Background: an optimization exercise with open tools, aiming at small area, a short achievable clock period and few clock cycles. Do not read the settings as production practice.
At most, simulation tests tie the RTL to the original design; equivalence was not proved.
Power and IR drop assume default switching activity.

## red
// mat_trans
module mat_trans (
    input clk,
    input rstn,
    input in_req,
    input in_vld,
    input out_ack,
    input wire [31:0] in_data,
    output in_ack,
    output reg out_req,
    output reg out_vld,
    output reg [31:0] out_data
);
Size in the first run: roughly 5300 cells after synthesis, roughly 2200 flip-flops, ~72 I/O pins, about 63000 sq um of cells after synthesis.
==> module spram, before the edit <==
module spram (
    input clk,
    input en,
    input hold,
    input wire [31:0] din,
    output wire [32:0] dout
);
reg [32:0] w [0:7];
integer i;
always @(posedge clk) begin
    for (i = 0; i < 7; i = i + 1)
        w[i] <= ~((w[i] | {33{en}}) & (w[i+1] | {33{hold}}));
    w[7] <= ~((w[7] | {33{en}}) & ({1'b0, din} | {33{hold}}));
end
assign dout = w[0];
endmodule
==> module mat_trans, before the edit <==
module mat_trans (
    input clk,
    input rstn,
    input in_req,
    input in_vld,
    input out_ack,
    input wire [31:0] in_data,
    output in_ack,
    output reg out_req,
    output reg out_vld,
    output reg [31:0] out_data
);
reg in_ack_q;
reg fr_on;           
reg fr_in;           
reg fr_out;          
reg st_full;         
reg mode;
reg [5:0] c;         
reg c0_q, c63_q;     
reg [7:0] sel;       
reg o_on;            
reg [5:0] o_n;       
reg [7:0] osel;      
reg [7:0] lt;        
reg can_q;           
reg fl_q;            
reg [7:0] en_in;     
reg [7:0] en_fl;     
reg [7:0] hd_in;     
reg [7:0] hd_fl;     
assign in_ack = in_ack_q;
wire in_grant  = in_req & in_ack_q;
wire out_grant = out_req & out_ack;
wire ld      = o_on & fr_on & fr_out & can_q;
wire ld_g    = out_grant & fr_on & fr_out & c0_q & !o_on;
wire step    = (in_vld & fr_in) | fl_q;
wire fr_last = step & c63_q;
wire open    = (fr_last | !fr_on) & (st_full | in_grant);
wire o_last  = (o_n == 6'd63);
wire [7:0] sel_inc  = (mode | (c[2:0] == 3'd7)) ? {sel[6:0], sel[7]} : sel;
wire [7:0] osel_inc = (mode | (o_n[2:0] == 3'd7)) ? {osel[6:0], osel[7]} : osel;
wire c62 = (c == 6'd62);
wire fr_on_n   = open | (fr_on & !fr_last);
wire fr_in_n   = open ? in_grant : (fr_in | in_grant);
wire fr_out_n  = open ? st_full : (fr_out & !(ld & o_last));
wire st_full_n = open ? in_grant : (st_full | in_grant);
wire mode_n    = mode ^ open;
wire [5:0] c_n = open ? 6'd0 : (step ? c + 6'd1 : c);
wire c0_n      = open | (c0_q & !step);
wire c63_n     = !open & (step ? c62 : c63_q);
wire [7:0] sel_n = open ? 8'd1 : (step ? sel_inc : sel);
wire pend_n    = in_grant | (out_req & !out_grant);
wire o_on_n    = out_grant | (o_on & !(ld & o_last));
wire [5:0] o_n_n = out_grant ? {5'd0, ld_g} : (ld ? o_n + 6'd1 : o_n);
wire [7:0] osel_n = open ? 8'd1 :
                    out_grant ? ((ld_g & mode) ? 8'd2 : 8'd1) :
                    ld ? osel_inc : osel;
wire on_low0_n = out_grant ? !ld_g : (ld ? (o_n[2:0] == 3'd7) : (o_n[2:0] == 3'd0));
wire [7:0] lt_n = (open | out_grant) ? {7'd0, ld_g} :
                  (ld & !step) ? {lt[6:0], 1'b1} :
                  (step & !ld) ? {1'b0, lt[7:1]} : lt;
wire can_n = mode_n ? !lt_n[7] : (!lt_n[0] | on_low0_n);
wire [7:0] lt_f = out_grant ? {7'd0, ld_g} :
                  (ld & !fl_q) ? {lt[6:0], 1'b1} :
                  (fl_q & !ld) ? {1'b0, lt[7:1]} : lt;
wire fl_n = fr_on & !fr_in & !in_grant & !(fl_q & c63_q) &
            (fl_q | (o_on_n & fr_out_n & (mode ? lt_f[7] : lt_f[0])));
always @(posedge clk or negedge rstn) begin
    if (!rstn) begin
        fr_on <= 1'b0; fr_in <= 1'b0; fr_out <= 1'b0; st_full <= 1'b0;
        mode <= 1'b0; c <= 6'd0; c0_q <= 1'b1; c63_q <= 1'b0; sel <= 8'd1;
        out_req <= 1'b0; in_ack_q <= 1'b0;
        o_on <= 1'b0; o_n <= 6'd0; osel <= 8'd1; lt <= 8'd0; can_q <= 1'b0;
        out_vld <= 1'b0; fl_q <= 1'b0; en_in <= 8'd0; en_fl <= 8'd0;
        hd_in <= 8'hff; hd_fl <= 8'hff;
    end else begin
        fr_on <= fr_on_n; fr_in <= fr_in_n; fr_out <= fr_out_n;
        st_full <= st_full_n; mode <= mode_n; c <= c_n;
        c0_q <= c0_n; c63_q <= c63_n; sel <= sel_n;
        out_req <= pend_n;
        in_ack_q <= !pend_n & (!fr_on_n | (!fr_in_n & c0_n & !fl_n));
        o_on <= o_on_n; o_n <= o_n_n; osel <= osel_n; lt <= lt_n; can_q <= can_n;
        out_vld <= ld | ld_g;
        fl_q <= fl_n;
        en_in <= sel_n & {8{fr_on_n & fr_in_n}};
        en_fl <= sel_n & {8{fl_n}};
        hd_in <= ~(sel_n & {8{fr_on_n & fr_in_n}});
        hd_fl <= ~(sel_n & {8{fl_n}});
    end
end
wire [32:0] head [0:7];
genvar k;
generate for (k = 0; k < 8; k = k + 1) begin : g_ch
    spram u_ch (.clk(clk), .en((in_vld & en_in[k]) | en_fl[k]),
                .hold((!in_vld | hd_in[k]) & hd_fl[k]), .din(in_data), .dout(head[k]));
end endgenerate
reg [32:0] omux;
integer j;
always @(*) begin
    omux = 33'd0;
    for (j = 0; j < 8; j = j + 1) omux = omux | (head[j] & {33{osel[j]}});
end
always @(posedge clk) out_data <= omux[31:0] ^ {32{omux[32]}};
endmodule
export LEC_CHECK = 0
export ABC_CLOCK_PERIOD_IN_PS = 2500
export CAP_MARGIN = 20
export CORE_MARGIN = 2
export CORE_UTILIZATION = 65
export CTS_CLUSTER_DIAMETER = 80
export CTS_CLUSTER_SIZE = 25
export PLACE_DENSITY = 0.75
export SETUP_SLACK_MARGIN = 3.5
export SLEW_MARGIN = 20
create_clock -name core_clock -period 6.0 [get_ports {clk}]
run.sh (not shown) runs the stock make flow with config.mk's settings and CLKGATE_MAP_FILE= SYNTH_SCRIPT=/design/flow/synth_recipe.tcl, a recipe that flattens the netlist after the stock synthesis.
diff inputs: red => blue
--- a/flow/design.v
+++ b/flow/design.v
@@ -1,19 +1,19 @@
 module spram (
     input clk,
     input en,
     input hold,
     input wire [31:0] din,
-    output wire [32:0] dout
+    output wire [31:0] dout
 );
-reg [32:0] w [0:7];
+reg [31:0] w [0:7];
 integer i;
 always @(posedge clk) begin
     for (i = 0; i < 7; i = i + 1)
-        w[i] <= ~((w[i] | {33{en}}) & (w[i+1] | {33{hold}}));
-    w[7] <= ~((w[7] | {33{en}}) & ({1'b0, din} | {33{hold}}));
+        w[i] <= ~((w[i] | {32{en}}) & (w[i+1] | {32{hold}}));
+    w[7] <= ~((w[7] | {32{en}}) & (din | {32{hold}}));
 end
 assign dout = w[0];
 endmodule
 module mat_trans (
     input clk,
     input rstn,
@@ -42,12 +42,14 @@
 reg can_q;           
 reg fl_q;            
 reg [7:0] en_in;     
 reg [7:0] en_fl;     
 reg [7:0] hd_in;     
 reg [7:0] hd_fl;     
+reg [3:0] par_i;
+reg [3:0] par_o;
 assign in_ack = in_ack_q;
 wire in_grant  = in_req & in_ack_q;
 wire out_grant = out_req & out_ack;
 wire ld      = o_on & fr_on & fr_out & can_q;
 wire ld_g    = out_grant & fr_on & fr_out & c0_q & !o_on;
 wire step    = (in_vld & fr_in) | fl_q;
@@ -86,13 +88,13 @@
     if (!rstn) begin
         fr_on <= 1'b0; fr_in <= 1'b0; fr_out <= 1'b0; st_full <= 1'b0;
         mode <= 1'b0; c <= 6'd0; c0_q <= 1'b1; c63_q <= 1'b0; sel <= 8'd1;
         out_req <= 1'b0; in_ack_q <= 1'b0;
         o_on <= 1'b0; o_n <= 6'd0; osel <= 8'd1; lt <= 8'd0; can_q <= 1'b0;
         out_vld <= 1'b0; fl_q <= 1'b0; en_in <= 8'd0; en_fl <= 8'd0;
-        hd_in <= 8'hff; hd_fl <= 8'hff;
+        hd_in <= 8'hff; hd_fl <= 8'hff; par_i <= 4'd0; par_o <= 4'd0;
     end else begin
         fr_on <= fr_on_n; fr_in <= fr_in_n; fr_out <= fr_out_n;
         st_full <= st_full_n; mode <= mode_n; c <= c_n;
         c0_q <= c0_n; c63_q <= c63_n; sel <= sel_n;
         out_req <= pend_n;
         in_ack_q <= !pend_n & (!fr_on_n | (!fr_in_n & c0_n & !fl_n));
@@ -100,22 +102,24 @@
         out_vld <= ld | ld_g;
         fl_q <= fl_n;
         en_in <= sel_n & {8{fr_on_n & fr_in_n}};
         en_fl <= sel_n & {8{fl_n}};
         hd_in <= ~(sel_n & {8{fr_on_n & fr_in_n}});
         hd_fl <= ~(sel_n & {8{fl_n}});
+        par_i <= ~par_i;
+        par_o <= ~par_o;
     end
 end
-wire [32:0] head [0:7];
+wire [31:0] head [0:7];
 genvar k;
 generate for (k = 0; k < 8; k = k + 1) begin : g_ch
     spram u_ch (.clk(clk), .en((in_vld & en_in[k]) | en_fl[k]),
-                .hold((!in_vld | hd_in[k]) & hd_fl[k]), .din(in_data), .dout(head[k]));
+                .hold((!in_vld | hd_in[k]) & hd_fl[k]), .din(in_data ^ {{8{par_i[3]}}, {8{par_i[2]}}, {8{par_i[1]}}, {8{par_i[0]}}}), .dout(head[k]));
 end endgenerate
-reg [32:0] omux;
+reg [31:0] omux;
 integer j;
 always @(*) begin
-    omux = 33'd0;
-    for (j = 0; j < 8; j = j + 1) omux = omux | (head[j] & {33{osel[j]}});
+    omux = 32'd0;
+    for (j = 0; j < 8; j = j + 1) omux = omux | (head[j] & {32{osel[j]}});
 end
-always @(posedge clk) out_data <= omux[31:0] ^ {32{omux[32]}};
+always @(posedge clk) out_data <= omux ^ {{8{par_o[3]}}, {8{par_o[2]}}, {8{par_o[1]}}, {8{par_o[0]}}};
 endmodule
==> comparison <==
Sort red and blue by share of total power in combinational logic desc -> top: red
red vs blue, classification of the worst-slack hold path: flip-flop to flip-flop vs input pin to asynchronous set/reset pin
Diff red -> blue: synthesized netlist cell count decreased by 132 relative to the old numbers, CTS clock-pin slew for the worst setup and hold paths closely matched the old numbers.
The higher wire length came out of red.
blue vs. red: overall power shrank by 3.3%, final period demand of the worst path has decreased.
red has lower proportion of power drawn by the clock network than blue.
No run of this note included a check of the RTL's function; only the layout flow was run.


RTL: one of the versions met above, not the one the previous note started from.
For scale: roughly 2200 flip-flops, roughly 72 I/O pins, roughly 62000 um2 of cells after synthesis.
==> module mat_trans, before the edit <==
module mat_trans (
    input clk,
    input rstn,
    input in_req,
    input in_vld,
    input out_ack,
    input wire [31:0] in_data,
    output in_ack,
    output reg out_req,
    output reg out_vld,
    output reg [31:0] out_data
);
reg in_ack_q;
reg fr_on;           
reg fr_in;           
reg fr_out;          
reg st_full;         
reg mode;
reg [5:0] c;         
reg c0_q, c63_q;     
reg [7:0] sel;       
reg o_on;            
reg [5:0] o_n;       
reg [7:0] osel;      
reg [7:0] lt;        
reg can_q;           
reg fl_q;            
reg [7:0] en_in;     
reg [7:0] en_fl;     
reg [7:0] hd_in;     
reg [7:0] hd_fl;     
reg [3:0] par_i;
reg [3:0] par_o;
assign in_ack = in_ack_q;
wire in_grant  = in_req & in_ack_q;
wire out_grant = out_req & out_ack;
wire ld      = o_on & fr_on & fr_out & can_q;
wire ld_g    = out_grant & fr_on & fr_out & c0_q & !o_on;
wire step    = (in_vld & fr_in) | fl_q;
wire fr_last = step & c63_q;
wire open    = (fr_last | !fr_on) & (st_full | in_grant);
wire o_last  = (o_n == 6'd63);
wire [7:0] sel_inc  = (mode | (c[2:0] == 3'd7)) ? {sel[6:0], sel[7]} : sel;
wire [7:0] osel_inc = (mode | (o_n[2:0] == 3'd7)) ? {osel[6:0], osel[7]} : osel;
wire c62 = (c == 6'd62);
wire fr_on_n   = open | (fr_on & !fr_last);
wire fr_in_n   = open ? in_grant : (fr_in | in_grant);
wire fr_out_n  = open ? st_full : (fr_out & !(ld & o_last));
wire st_full_n = open ? in_grant : (st_full | in_grant);
wire mode_n    = mode ^ open;
wire [5:0] c_n = open ? 6'd0 : (step ? c + 6'd1 : c);
wire c0_n      = open | (c0_q & !step);
wire c63_n     = !open & (step ? c62 : c63_q);
wire [7:0] sel_n = open ? 8'd1 : (step ? sel_inc : sel);
wire pend_n    = in_grant | (out_req & !out_grant);
wire o_on_n    = out_grant | (o_on & !(ld & o_last));
wire [5:0] o_n_n = out_grant ? {5'd0, ld_g} : (ld ? o_n + 6'd1 : o_n);
wire [7:0] osel_n = open ? 8'd1 :
                    out_grant ? ((ld_g & mode) ? 8'd2 : 8'd1) :
                    ld ? osel_inc : osel;
wire on_low0_n = out_grant ? !ld_g : (ld ? (o_n[2:0] == 3'd7) : (o_n[2:0] == 3'd0));
wire [7:0] lt_n = (open | out_grant) ? {7'd0, ld_g} :
                  (ld & !step) ? {lt[6:0], 1'b1} :
                  (step & !ld) ? {1'b0, lt[7:1]} : lt;
wire can_n = mode_n ? !lt_n[7] : (!lt_n[0] | on_low0_n);
wire [7:0] lt_f = out_grant ? {7'd0, ld_g} :
                  (ld & !fl_q) ? {lt[6:0], 1'b1} :
                  (fl_q & !ld) ? {1'b0, lt[7:1]} : lt;
wire fl_n = fr_on & !fr_in & !in_grant & !(fl_q & c63_q) &
            (fl_q | (o_on_n & fr_out_n & (mode ? lt_f[7] : lt_f[0])));
always @(posedge clk or negedge rstn) begin
    if (!rstn) begin
        fr_on <= 1'b0; fr_in <= 1'b0; fr_out <= 1'b0; st_full <= 1'b0;
        mode <= 1'b0; c <= 6'd0; c0_q <= 1'b1; c63_q <= 1'b0; sel <= 8'd1;
        out_req <= 1'b0; in_ack_q <= 1'b0;
        o_on <= 1'b0; o_n <= 6'd0; osel <= 8'd1; lt <= 8'd0; can_q <= 1'b0;
        out_vld <= 1'b0; fl_q <= 1'b0; en_in <= 8'd0; en_fl <= 8'd0;
        hd_in <= 8'hff; hd_fl <= 8'hff; par_i <= 4'd0; par_o <= 4'd0;
    end else begin
        fr_on <= fr_on_n; fr_in <= fr_in_n; fr_out <= fr_out_n;
        st_full <= st_full_n; mode <= mode_n; c <= c_n;
        c0_q <= c0_n; c63_q <= c63_n; sel <= sel_n;
        out_req <= pend_n;
        in_ack_q <= !pend_n & (!fr_on_n | (!fr_in_n & c0_n & !fl_n));
        o_on <= o_on_n; o_n <= o_n_n; osel <= osel_n; lt <= lt_n; can_q <= can_n;
        out_vld <= ld | ld_g;
        fl_q <= fl_n;
        en_in <= sel_n & {8{fr_on_n & fr_in_n}};
        en_fl <= sel_n & {8{fl_n}};
        hd_in <= ~(sel_n & {8{fr_on_n & fr_in_n}});
        hd_fl <= ~(sel_n & {8{fl_n}});
        par_i <= ~par_i;
        par_o <= ~par_o;
    end
end
wire [31:0] head [0:7];
genvar k;
generate for (k = 0; k < 8; k = k + 1) begin : g_ch
    spram u_ch (.clk(clk), .en((in_vld & en_in[k]) | en_fl[k]),
                .hold((!in_vld | hd_in[k]) & hd_fl[k]), .din(in_data ^ {{8{par_i[3]}}, {8{par_i[2]}}, {8{par_i[1]}}, {8{par_i[0]}}}), .dout(head[k]));
end endgenerate
reg [31:0] omux;
integer j;
always @(*) begin
    omux = 32'd0;
    for (j = 0; j < 8; j = j + 1) omux = omux | (head[j] & {32{osel[j]}});
end
always @(posedge clk) out_data <= omux ^ {{8{par_o[3]}}, {8{par_o[2]}}, {8{par_o[1]}}, {8{par_o[0]}}};
endmodule
Settings: LEC_CHECK=0, ABC_CLOCK_PERIOD_IN_PS=2000, CAP_MARGIN=20, CORE_MARGIN=2, CORE_UTILIZATION=70, CTS_CLUSTER_DIAMETER=80, CTS_CLUSTER_SIZE=30, PLACE_DENSITY=0.8, SETUP_SLACK_MARGIN=3.8, SLEW_MARGIN=20; clock period 6.0 ns.
The baseline ran to the end with no violations.
Edit:
--- a/flow/design.v
+++ b/flow/design.v
@@ -23,12 +23,14 @@
     input wire [31:0] in_data,
     output in_ack,
     output reg out_req,
     output reg out_vld,
     output reg [31:0] out_data
 );
+reg vq;
+reg [31:0] dq;
 reg in_ack_q;
 reg fr_on;           
 reg fr_in;           
 reg fr_out;          
 reg st_full;         
 reg mode;
@@ -38,24 +40,22 @@
 reg o_on;            
 reg [5:0] o_n;       
 reg [7:0] osel;      
 reg [7:0] lt;        
 reg can_q;           
 reg fl_q;            
-reg [7:0] en_in;     
-reg [7:0] en_fl;     
-reg [7:0] hd_in;     
-reg [7:0] hd_fl;     
+reg [7:0] en_q;      
+reg [7:0] hd_q;      
 reg [3:0] par_i;
 reg [3:0] par_o;
 assign in_ack = in_ack_q;
 wire in_grant  = in_req & in_ack_q;
 wire out_grant = out_req & out_ack;
 wire ld      = o_on & fr_on & fr_out & can_q;
 wire ld_g    = out_grant & fr_on & fr_out & c0_q & !o_on;
-wire step    = (in_vld & fr_in) | fl_q;
+wire step    = (vq & fr_in) | fl_q;
 wire fr_last = step & c63_q;
 wire open    = (fr_last | !fr_on) & (st_full | in_grant);
 wire o_last  = (o_n == 6'd63);
 wire [7:0] sel_inc  = (mode | (c[2:0] == 3'd7)) ? {sel[6:0], sel[7]} : sel;
 wire [7:0] osel_inc = (mode | (o_n[2:0] == 3'd7)) ? {osel[6:0], osel[7]} : osel;
 wire c62 = (c == 6'd62);
@@ -65,13 +65,14 @@
 wire st_full_n = open ? in_grant : (st_full | in_grant);
 wire mode_n    = mode ^ open;
 wire [5:0] c_n = open ? 6'd0 : (step ? c + 6'd1 : c);
 wire c0_n      = open | (c0_q & !step);
 wire c63_n     = !open & (step ? c62 : c63_q);
 wire [7:0] sel_n = open ? 8'd1 : (step ? sel_inc : sel);
-wire pend_n    = in_grant | (out_req & !out_grant);
+wire in_last   = in_vld & fr_in & c63_n;
+wire pend_n    = in_last | (out_req & !out_grant);
 wire o_on_n    = out_grant | (o_on & !(ld & o_last));
 wire [5:0] o_n_n = out_grant ? {5'd0, ld_g} : (ld ? o_n + 6'd1 : o_n);
 wire [7:0] osel_n = open ? 8'd1 :
                     out_grant ? ((ld_g & mode) ? 8'd2 : 8'd1) :
                     ld ? osel_inc : osel;
 wire on_low0_n = out_grant ? !ld_g : (ld ? (o_n[2:0] == 3'd7) : (o_n[2:0] == 3'd0));
@@ -87,36 +88,35 @@
 always @(posedge clk or negedge rstn) begin
     if (!rstn) begin
         fr_on <= 1'b0; fr_in <= 1'b0; fr_out <= 1'b0; st_full <= 1'b0;
         mode <= 1'b0; c <= 6'd0; c0_q <= 1'b1; c63_q <= 1'b0; sel <= 8'd1;
         out_req <= 1'b0; in_ack_q <= 1'b0;
         o_on <= 1'b0; o_n <= 6'd0; osel <= 8'd1; lt <= 8'd0; can_q <= 1'b0;
-        out_vld <= 1'b0; fl_q <= 1'b0; en_in <= 8'd0; en_fl <= 8'd0;
-        hd_in <= 8'hff; hd_fl <= 8'hff; par_i <= 4'd0; par_o <= 4'd0;
+        out_vld <= 1'b0; fl_q <= 1'b0; en_q <= 8'd0; hd_q <= 8'hff;
+        par_i <= 4'd0; par_o <= 4'd0; vq <= 1'b0;
     end else begin
         fr_on <= fr_on_n; fr_in <= fr_in_n; fr_out <= fr_out_n;
         st_full <= st_full_n; mode <= mode_n; c <= c_n;
         c0_q <= c0_n; c63_q <= c63_n; sel <= sel_n;
         out_req <= pend_n;
         in_ack_q <= !pend_n & (!fr_on_n | (!fr_in_n & c0_n & !fl_n));
         o_on <= o_on_n; o_n <= o_n_n; osel <= osel_n; lt <= lt_n; can_q <= can_n;
         out_vld <= ld | ld_g;
         fl_q <= fl_n;
-        en_in <= sel_n & {8{fr_on_n & fr_in_n}};
-        en_fl <= sel_n & {8{fl_n}};
-        hd_in <= ~(sel_n & {8{fr_on_n & fr_in_n}});
-        hd_fl <= ~(sel_n & {8{fl_n}});
+        vq <= in_vld;
+        en_q <= sel_n & {8{(in_vld & fr_on_n & fr_in_n) | fl_n}};
+        hd_q <= ~(sel_n & {8{(in_vld & fr_on_n & fr_in_n) | fl_n}});
         par_i <= ~par_i;
         par_o <= ~par_o;
     end
 end
+always @(posedge clk) dq <= in_data;
 wire [31:0] head [0:7];
 genvar k;
 generate for (k = 0; k < 8; k = k + 1) begin : g_ch
-    spram u_ch (.clk(clk), .en((in_vld & en_in[k]) | en_fl[k]),
-                .hold((!in_vld | hd_in[k]) & hd_fl[k]), .din(in_data ^ {{8{par_i[3]}}, {8{par_i[2]}}, {8{par_i[1]}}, {8{par_i[0]}}}), .dout(head[k]));
+    spram u_ch (.clk(clk), .en(en_q[k]), .hold(hd_q[k]), .din(dq ^ {{8{par_i[3]}}, {8{par_i[2]}}, {8{par_i[1]}}, {8{par_i[0]}}}), .dout(head[k]));
 end endgenerate
 reg [31:0] omux;
 integer j;
 always @(*) begin
     omux = 32'd0;
     for (j = 0; j < 8; j = j + 1) omux = omux | (head[j] & {32{osel[j]}});
Setup slack gains 0.042 ns.
Total power increases by 19%.
Sequential cell count came out higher by 17.
Cell area came out lower by 1.6%.
Final cell count is lower by 1.9%.
Critical path depth is unchanged.
Clock power barely changes.
Non-clock buffer count shrinks by 56.
Routed wire length drops by 7.9%.
Core utilization came out lower by 0.31 points.
Testbench counts after the change, summed over its fixed seeds: cycles 21,960.
No functional check of the RTL was part of the first run of this note.

-- re-timing with driven ports --
Ports are ideal in the flow. The routed layouts listed here were re-timed in OpenROAD.
Step 1 sets driving cells, clkbuf_16 on the clock port and buf_2 on the other inputs (assumed; they add their load-dependent delay and slew).
Step 2 times the ports against the registers' clock, not the clock port: input delays grow and output delays shrink by t, the midpoint of the rising clock arrivals with the driver on.
Three values: ideal, step 1, step 2; two values: the first two.
run | t, ns | setup slack, ns | clock arrival spread, ns | worst data-port slew with drivers (ns)
red | 0.762 | 3.446 / 3.462 / 2.726 | 0.041 / 0.040 | 0.23
blue | 0.760 | 3.455 / 3.463 / 2.747 | 0.035 / 0.034 | 0.06
the first run of note 2 | 0.732 | 3.568 / 3.500 / 3.056 | 0.032 / 0.031 | 0.06
the second run of note 2 | 0.722 | 3.609 / 3.546 / 3.092 | 0.033 / 0.034 | 0.04
After both steps setup and hold are still met in every run listed. For red, which loses most, drivers alone change the setup slack by +0.016 ns; drivers and shift together by -0.720 ns.
